This design comes from an exercise in tuning for small area, a short achievable clock period and few clock cycles on the open sky130 flow, not from production work. In this exercise RTL edits were held to simulation tests only and were not proved equivalent to the original. No activity file was given, so power comes from the tool's default toggle rates.

== red ==
==> flow/design.v (excerpt) <==
module Calculator_512bit #(
      parameter OPERAND_WIDTH = 512,
      parameter ADDER_WIDTH   = 128,
      parameter N_ITERATIONS  = OPERAND_WIDTH / ADDER_WIDTH
    )
    (
    input  wire                       iClk,
    input  wire                       iRst,
    input  wire                       iStart,
    input  wire [1:0]                 iSel,
    input  wire [OPERAND_WIDTH-1:0]   iOpA,
    input  wire [OPERAND_WIDTH-1:0]   iOpB,
    output wire [OPERAND_WIDTH:0]     oRes,
    output wire                       oDone);
For scale: roughly 5000 cells after synthesis, roughly 130 flip-flops, ~1500 I/O pins, ~0.038 mm^2 of cells after synthesis.
clock: 8.0 ns
lec_check: 0
cap_margin: 20
core_area: 5 5 310 310
die_area: 0 0 315 315
setup_slack_margin: 3.5
slew_margin: 20
tns_end_percent: 0
standard.sh (not shown) runs the stock make flow with config.mk's settings and CLKGATE_MAP_FILE= SYNTH_SCRIPT=/design/flow/synth_recipe.tcl, a recipe that flattens the netlist after the stock synthesis.
==> flow/flow/run.sh <==
#!/bin/bash
# The standard ORFS layout, with three changes to how it is made:
#  - synthesis maps the logic with a single-pass ABC script (flow/abc.script:
#    one choice computation and one delay-oriented mapping) in place of the
#    standard five-pass speed script; everything else in synthesis, the
#    registers included, is as synth_recipe.tcl makes it;
#  - port buffers use the smallest buffer cell (buf_1); repair_design and
#    repair_timing still resize them where needed;
#  - IO pins may sit on adjacent routing tracks, so a smaller die holds all pins.
# Each tool's output goes to standard.log here and to the ORFS logs under orfs/logs.
set -euo pipefail
W=$(pwd)
export BUFFER_PORTS_ARGS="-buffer_cell sky130_fd_sc_hd__buf_1"
export PLACE_PINS_ARGS="-min_distance 1 -min_distance_in_tracks"
export FLOW_ABC_SCRIPT="$W/flow/abc.script"
{
  head -n 1 synth_recipe.tcl
  cat <<'TCL'
proc abc {args} {
  set i [lsearch -exact $args -script]
  if {$i >= 0} { lset args [expr {$i + 1}] $::env(FLOW_ABC_SCRIPT) }
  yosys abc {*}$args
}
TCL
  tail -n +2 synth_recipe.tcl
} > flow_synth.tcl
sed "s#SYNTH_SCRIPT=[^ ]*#SYNTH_SCRIPT=$W/flow_synth.tcl#" standard.sh > flow_standard.sh
grep -q "SYNTH_SCRIPT=$W/flow_synth.tcl" flow_standard.sh
bash flow_standard.sh > standard.log 2>&1
==> flow/flow/abc.script <==
&get -n
&st
&dch
&nf
&put
buffer -c
topo
stime -c
upsize -c
dnsize -c
red reached the end of the flow, and the finished layout is clean on the timing, design-rule and antenna checks.
Testbench counts of red, summed over its fixed seeds: cycles 6,400.
Setup changes, red to blue
Settings: CORE_AREA changed from 5 5 310 310 to 5 5 575 575; DIE_AREA changed from 0 0 315 315 to 0 0 580 580; TNS_END_PERCENT removed (was 0).
==> flow/run.sh (new file) <==
#!/bin/bash
# synth_recipe.tcl (not shown) runs the flow's synth.tcl, then flattens the netlist and writes it again
# the make line also repeats each setting of config.mk as NAME=value (left out here)
make -C /OpenROAD-flow-scripts/flow DESIGN_CONFIG=/design/flow/config.mk WORK_HOME=/design/flow/orfs CLKGATE_MAP_FILE= SYNTH_SCRIPT=/design/flow/synth_recipe.tcl finish
removed: flow/flow/run.sh
removed: flow/flow/abc.script
removed: flow/standard.sh
Findings:
blue ran to completion and came out clean on the timing, design-rule and antenna checks.
Finished layout cell area: blue higher than red
Compared with red, blue shows a non-clock buffer count that is about 23% higher.
Summary — synthesized area per cell, blue relative to red: higher, by 0.30 um^2.
Summary of the comparison: fraction of the core area covered by cells at the end of the flow is lower in blue, relative to red.
For post-synthesis sequential area ratio, red and blue come out practically identical.
blue: internal power of the cells 59% above red
Comparing blue and red, the higher final weighted congestion in routability-driven placement was measured on red.
Between blue and red, the largest driver fanout on the critical path is lower for blue.
blue vs. red: power +52%, number of nets in the layout +140, synthesized instance count -about 5.5%.
Here is what was changed in the inputs of green compared with blue.
Settings: changing CORE_AREA from 5 5 575 575 to 5 5 305 305; changing DIE_AREA from 0 0 580 580 to 0 0 310 310; setting TNS_END_PERCENT to 2 for the first time.
==> flow/flow/run.sh (new file) <==
#!/bin/bash
# The standard ORFS layout, with three changes to how it is made:
#  - synthesis maps the logic with a single-pass ABC script (flow/abc.script:
#    one choice computation and one delay-oriented mapping) in place of the
#    standard five-pass speed script; everything else in synthesis, the
#    registers included, is as synth_recipe.tcl makes it;
#  - port buffers use the smallest buffer cell (buf_1); repair_design and
#    repair_timing still resize them where needed;
#  - IO pins may sit on adjacent routing tracks, so a smaller die holds all pins.
# Each tool's output goes to standard.log here and to the ORFS logs under orfs/logs.
set -euo pipefail
W=$(pwd)
export BUFFER_PORTS_ARGS="-buffer_cell sky130_fd_sc_hd__buf_1"
export PLACE_PINS_ARGS="-min_distance 1 -min_distance_in_tracks"
export FLOW_ABC_SCRIPT="$W/flow/abc.script"
{
  head -n 1 synth_recipe.tcl
  cat <<'TCL'
proc abc {args} {
  set i [lsearch -exact $args -script]
  if {$i >= 0} { lset args [expr {$i + 1}] $::env(FLOW_ABC_SCRIPT) }
  yosys abc {*}$args
}
TCL
  tail -n +2 synth_recipe.tcl
} > flow_synth.tcl
sed "s#SYNTH_SCRIPT=[^ ]*#SYNTH_SCRIPT=$W/flow_synth.tcl#" standard.sh > flow_standard.sh
grep -q "SYNTH_SCRIPT=$W/flow_synth.tcl" flow_standard.sh
bash flow_standard.sh > standard.log 2>&1
==> flow/flow/abc.script (new file) <==
&get -n
&st
&dch
&nf
&put
buffer -c
topo
stime -c
upsize -c
dnsize -c
==> flow/standard.sh (new file) <==
#!/bin/bash
# synth_recipe.tcl (not shown) runs the flow's synth.tcl, then flattens the netlist and writes it again
# the make line also repeats each setting of config.mk as NAME=value (left out here)
make -C /OpenROAD-flow-scripts/flow DESIGN_CONFIG=/design/flow/config.mk WORK_HOME=/design/flow/orfs CLKGATE_MAP_FILE= SYNTH_SCRIPT=/design/flow/synth_recipe.tcl "${@:-finish}"
removed: flow/run.sh
==> comparison <==
- Having completed the whole flow, green delivered a layout that passed the timing, design-rule and antenna checks.
- Diff blue -> green: met3 layer wire length in the routed design went down by 39%, final cell area excluding filler cells went down by 0.024 mm^2, count of inverters other than clock inverters in the layout went down by 1.9%, transition at the pin with the smallest max-transition slack went down by 0.14 ns, part of the power in combinational logic went down by 5.2 points.
- green ended up with a lower largest stage delay on the critical path than blue did.
- The final clock period utilization by the worst path number comes out higher for blue vs green.
- Looking at critical-path cell with the highest stage delay, the sky130_fd_sc_hd__fa_1 result is from green; the sky130_fd_sc_hd__a221o_2 one comes from blue.
Input-level comparison between orange and green:
Settings: swapping 0 0 310 310 for 0 0 320 320 in DIE_AREA; swapping 2 for 0 in TNS_END_PERCENT; swapping 5 5 305 305 for 5 5 315 315 in CORE_AREA.
==> run notes <==
orange ended with every stage complete and zero timing, DRC or antenna violations.
Side by side, number of diodes added for antenna fixing turned out higher in orange than in green.
[orange vs green] overall global routing resource usage: lower in orange
[diff] area of the die, orange relative to green: regression
In orange relative to green, total length of routed wires had gone down by a few percent.
In orange relative to green, die width had gone up by a few percent.
Setup WNS green -> orange: better
orange vs green on combinational share of power: orange is the higher one.
Looking at signed area change from the synthesized netlist to the final layout, orange sits 1.2 points lower than green does.
--- input diff orange..purple ---
Settings: clearing TNS_END_PERCENT, which used to be 0; swapping 0 0 320 320 for 0 0 300 300 in DIE_AREA; swapping 3.5 for 3 in SETUP_SLACK_MARGIN; swapping 5 5 315 315 for 5 5 295 295 in CORE_AREA.
==> flow/flow/run.sh <==
#!/bin/bash
# The standard ORFS layout, with two changes to how it is made:
#  - port buffers use the smallest buffer cell (buf_1) instead of the default
#    choice; repair_design / repair_timing still resize them where needed;
#  - IO pins may sit on adjacent routing tracks, so a smaller die holds all 1543 pins.
set -euo pipefail
export BUFFER_PORTS_ARGS="-buffer_cell sky130_fd_sc_hd__buf_1"
export PLACE_PINS_ARGS="-min_distance 1 -min_distance_in_tracks"
bash standard.sh > standard.log 2>&1
removed: flow/flow/abc.script
--- outcome ---
Fmax: purple lower than orange
Diff orange -> purple: via count shows an increase of 1300, number of inserted diodes lower, routed wire length shows an increase of 8.0%, worst hold slack lost 0.047 ns.
Against orange, the final cell area of purple is higher.
purple reports its last element of the critical path as rC[110] while orange reports oRes[174].
Number of placed cells counting well taps (purple over orange): decrease, 450
Share of the final layout cell area in sequential cells is lower on purple


Calculator_512bit again, from the RTL that the note above started with.
// Calculator_512bit
module Calculator_512bit #(
      parameter OPERAND_WIDTH = 512,
      parameter ADDER_WIDTH   = 128,
      parameter N_ITERATIONS  = OPERAND_WIDTH / ADDER_WIDTH
    )
    (
    input  wire                       iClk,
    input  wire                       iRst,
    input  wire                       iStart,
    input  wire [1:0]                 iSel,
    input  wire [OPERAND_WIDTH-1:0]   iOpA,
    input  wire [OPERAND_WIDTH-1:0]   iOpB,
    output wire [OPERAND_WIDTH:0]     oRes,
    output wire                       oDone);
Settings: LEC_CHECK=0, CAP_MARGIN=20, CORE_AREA=5 5 575 575, DIE_AREA=0 0 580 580, SLEW_MARGIN=20; clock period 8.0 ns.
run.sh (not shown) runs the stock make flow with config.mk's settings and CLKGATE_MAP_FILE= SYNTH_SCRIPT=/design/flow/synth_recipe.tcl, a recipe that flattens the netlist after the stock synthesis.
Stock flow here: none of the scripts above is used.
The starting point went through all stages and came out clean.
Testbench counts at the start, summed over its fixed seeds: cycles 6,400.
Next try:
==> flow/flow/run.sh (new file) <==
#!/bin/bash
# The standard ORFS layout, with two changes to how it is made:
#  - port buffers use the smallest buffer cell (buf_1) instead of the default
#    choice; repair_design / repair_timing still resize them where needed;
#  - IO pins may sit on adjacent routing tracks, so a smaller die holds all 1543 pins.
set -euo pipefail
export BUFFER_PORTS_ARGS="-buffer_cell sky130_fd_sc_hd__buf_1"
export PLACE_PINS_ARGS="-min_distance 1 -min_distance_in_tracks"
bash standard.sh > standard.log 2>&1
==> flow/standard.sh (new file) <==
#!/bin/bash
# synth_recipe.tcl (not shown) runs the flow's synth.tcl, then flattens the netlist and writes it again
# the make line also repeats each setting of config.mk as NAME=value (left out here)
make -C /OpenROAD-flow-scripts/flow DESIGN_CONFIG=/design/flow/config.mk WORK_HOME=/design/flow/orfs CLKGATE_MAP_FILE= SYNTH_SCRIPT=/design/flow/synth_recipe.tcl "${@:-finish}"
Settings changed: CORE_AREA 5 5 575 575 to 5 5 270 270, DIE_AREA 0 0 580 580 to 0 0 275 275, SETUP_SLACK_MARGIN from default to 3.5, TNS_END_PERCENT from default to 0.
removed: flow/run.sh
- Now the flow failed in global routing
- synthesized area stays the same
- synthesized cell count does not change


== job 2658 ==
Starting RTL as in the previous note.
Design Calculator_512bit, start of the top module:
module Calculator_512bit #(
      parameter OPERAND_WIDTH = 512,
      parameter ADDER_WIDTH   = 128,
      parameter N_ITERATIONS  = OPERAND_WIDTH / ADDER_WIDTH
    )
    (
    input  wire                       iClk,
    input  wire                       iRst,
    input  wire                       iStart,
    input  wire [1:0]                 iSel,
    input  wire [OPERAND_WIDTH-1:0]   iOpA,
    input  wire [OPERAND_WIDTH-1:0]   iOpB,
    output wire [OPERAND_WIDTH:0]     oRes,
    output wire                       oDone);
export LEC_CHECK = 0
export CAP_MARGIN = 20
export CORE_AREA = 5 5 315 315
export DIE_AREA = 0 0 320 320
export SETUP_SLACK_MARGIN = 5
export SLEW_MARGIN = 20
export TNS_END_PERCENT = 0
create_clock -name core_clock -period 8.0 [get_ports {iClk}]
standard.sh (not shown) runs the stock make flow with config.mk's settings and CLKGATE_MAP_FILE= SYNTH_SCRIPT=/design/flow/synth_recipe.tcl, a recipe that flattens the netlist after the stock synthesis.
==> flow/flow/run.sh <==
#!/bin/bash
# The standard ORFS layout, with three changes to how it is made:
#  - synthesis maps the logic with a single-pass ABC script (flow/abc.script:
#    one choice computation and one delay-oriented mapping) in place of the
#    standard five-pass speed script; everything else in synthesis, the
#    registers included, is as synth_recipe.tcl makes it;
#  - port buffers use the smallest buffer cell (buf_1); repair_design and
#    repair_timing still resize them where needed;
#  - IO pins may sit on adjacent routing tracks, so a smaller die holds all pins.
# Each tool's output goes to standard.log here and to the ORFS logs under orfs/logs.
set -euo pipefail
W=$(pwd)
export BUFFER_PORTS_ARGS="-buffer_cell sky130_fd_sc_hd__buf_1"
export PLACE_PINS_ARGS="-min_distance 1 -min_distance_in_tracks"
export FLOW_ABC_SCRIPT="$W/flow/abc.script"
{
  head -n 1 synth_recipe.tcl
  cat <<'TCL'
proc abc {args} {
  set i [lsearch -exact $args -script]
  if {$i >= 0} { lset args [expr {$i + 1}] $::env(FLOW_ABC_SCRIPT) }
  yosys abc {*}$args
}
TCL
  tail -n +2 synth_recipe.tcl
} > flow_synth.tcl
sed "s#SYNTH_SCRIPT=[^ ]*#SYNTH_SCRIPT=$W/flow_synth.tcl#" standard.sh > flow_standard.sh
grep -q "SYNTH_SCRIPT=$W/flow_synth.tcl" flow_standard.sh
bash flow_standard.sh > standard.log 2>&1
==> flow/flow/abc.script <==
&get -n
&st
&dch
&nf
&put
buffer -c
topo
stime -c
upsize -c
dnsize -c
Job 2658 ran to completion and came out clean on the timing, design-rule and antenna checks.
Testbench counts of job 2658, summed over its fixed seeds: cycles 6,400.
--- input diff job 2658..job 2195 ---
Settings: swapping 5 for 2.5 in SETUP_SLACK_MARGIN; clearing TNS_END_PERCENT, which used to be 0; swapping 5 5 315 315 for 5 5 575 575 in CORE_AREA; swapping 0 0 320 320 for 0 0 580 580 in DIE_AREA.
==> flow/run.sh (new file) <==
#!/bin/bash
# synth_recipe.tcl (not shown) runs the flow's synth.tcl, then flattens the netlist and writes it again
# the make line also repeats each setting of config.mk as NAME=value (left out here)
make -C /OpenROAD-flow-scripts/flow DESIGN_CONFIG=/design/flow/config.mk WORK_HOME=/design/flow/orfs CLKGATE_MAP_FILE= SYNTH_SCRIPT=/design/flow/synth_recipe.tcl finish
removed: flow/flow/run.sh
removed: flow/flow/abc.script
removed: flow/standard.sh
==> run notes <==
- On setup slack, job 2195 does worse than job 2658.
- Between job 2195 and job 2658, number of detailed-routing iterations run before antenna repair is lower for job 2195, job 2658 comes in above that.
- Job 2195: register share of total power 2.9 points below job 2658
- Job 2195 vs job 2658, layout clock buffer count went up by 40%.
- NOTE: post-route cell area in job 2195 exceeds that of job 2658
- From job 2195 to job 2658, leftover overflow at the end of global routing did not move at all.
- Re clock share of power: job 2195 is 1.0 points down on job 2658.
- In job 2195, final period utilization is higher than in job 2658.
- [job 2195 vs job 2658] number of tapcells: higher in job 2195
diff inputs: job 2195 => job 7756
Settings: DIE_AREA now 0 0 300 300, was 0 0 580 580; TNS_END_PERCENT now 0, previously not set; SETUP_SLACK_MARGIN now 3.5, was 2.5; CORE_AREA now 5 5 295 295, was 5 5 575 575.
==> flow/flow/run.sh (new file) <==
#!/bin/bash
# The standard ORFS layout, with two changes to how it is made:
#  - port buffers use the smallest buffer cell (buf_1) instead of the default
#    choice; repair_design / repair_timing still resize them where needed;
#  - IO pins may sit on adjacent routing tracks, so a smaller die holds all 1543 pins.
set -euo pipefail
export BUFFER_PORTS_ARGS="-buffer_cell sky130_fd_sc_hd__buf_1"
export PLACE_PINS_ARGS="-min_distance 1 -min_distance_in_tracks"
bash standard.sh > standard.log 2>&1
==> flow/standard.sh (new file) <==
#!/bin/bash
# synth_recipe.tcl (not shown) runs the flow's synth.tcl, then flattens the netlist and writes it again
# the make line also repeats each setting of config.mk as NAME=value (left out here)
make -C /OpenROAD-flow-scripts/flow DESIGN_CONFIG=/design/flow/config.mk WORK_HOME=/design/flow/orfs CLKGATE_MAP_FILE= SYNTH_SCRIPT=/design/flow/synth_recipe.tcl "${@:-finish}"
removed: flow/run.sh
[summary]
- Compared with job 2195, job 7756 shows global-route wire length before repair that has gone down by more than a quarter.
- Average wire length per cell after detail routing in job 7756 is 19% below job 2195.
- From job 2195 to job 7756 the numbers moved as follows: clock power share higher; number of hold buffers added after cts was more or less identical; utilization now sits higher.
- The lower final cell count without fillers of job 7756 and job 2195 is in job 7756.
- In the tables for job 7756 and job 2195, final RePlAce weighted congestion reads higher with job 7756.
- Re wire length reported by the detailed router: job 7756 is 45% down on job 2195.
- Summary — setup slack, job 7756 relative to job 2195: higher, by 0.37 ns.
- As far as post-synthesis area per instance goes, job 2195 and job 7756 are indistinguishable; the numbers are identical.

## separate check: timing with driven ports
In the flow no input, the clock included, has a driving cell. The finished layouts below were timed again as built, in two steps.
Step 1 sets driving cells, clkbuf_16 on the clock port and buf_2 on the other inputs (assumed; they add their load-dependent delay and slew).
Step 2 times the ports against the registers' clock, not the clock port: input delays grow and output delays shrink by t, the midpoint of the rising clock arrivals with the driver on.
a / b / c = ideal / step 1 / step 2; a / b = the first two.
| run | t, ns | slack for setup (ns) | worst register clock-pin slew, ns |
|---|---|---|---|
| red | 0.560 | 2.707 / 2.415 / 1.976 | 0.08 / 0.08 |
| blue | 0.639 | 1.867 / 1.698 / 1.060 | 0.10 / 0.10 |
| green | 0.567 | 2.656 / 2.387 / 1.990 | 0.07 / 0.07 |
| orange | 0.561 | 2.674 / 2.469 / 2.062 | 0.08 / 0.08 |
| purple | 0.567 | 2.434 / 2.239 / 1.684 | 0.07 / 0.07 |
| the first run of note 2 | 0.641 | 0.561 / 0.576 / -0.065 | 0.11 / 0.11 |
| job 2658 | 0.561 | 2.674 / 2.469 / 2.062 | 0.08 / 0.08 |
| job 2195 | 0.643 | 2.100 / 1.797 / 1.202 | 0.10 / 0.10 |
| job 7756 | 0.562 | 2.467 / 2.281 / 1.743 | 0.07 / 0.07 |
With both steps, setup timing fails in the first run of note 2, where it was met with ideal ports. For job 2195, which loses most, drivers alone change the setup slack by -0.303 ns; drivers and shift together by -0.898 ns.
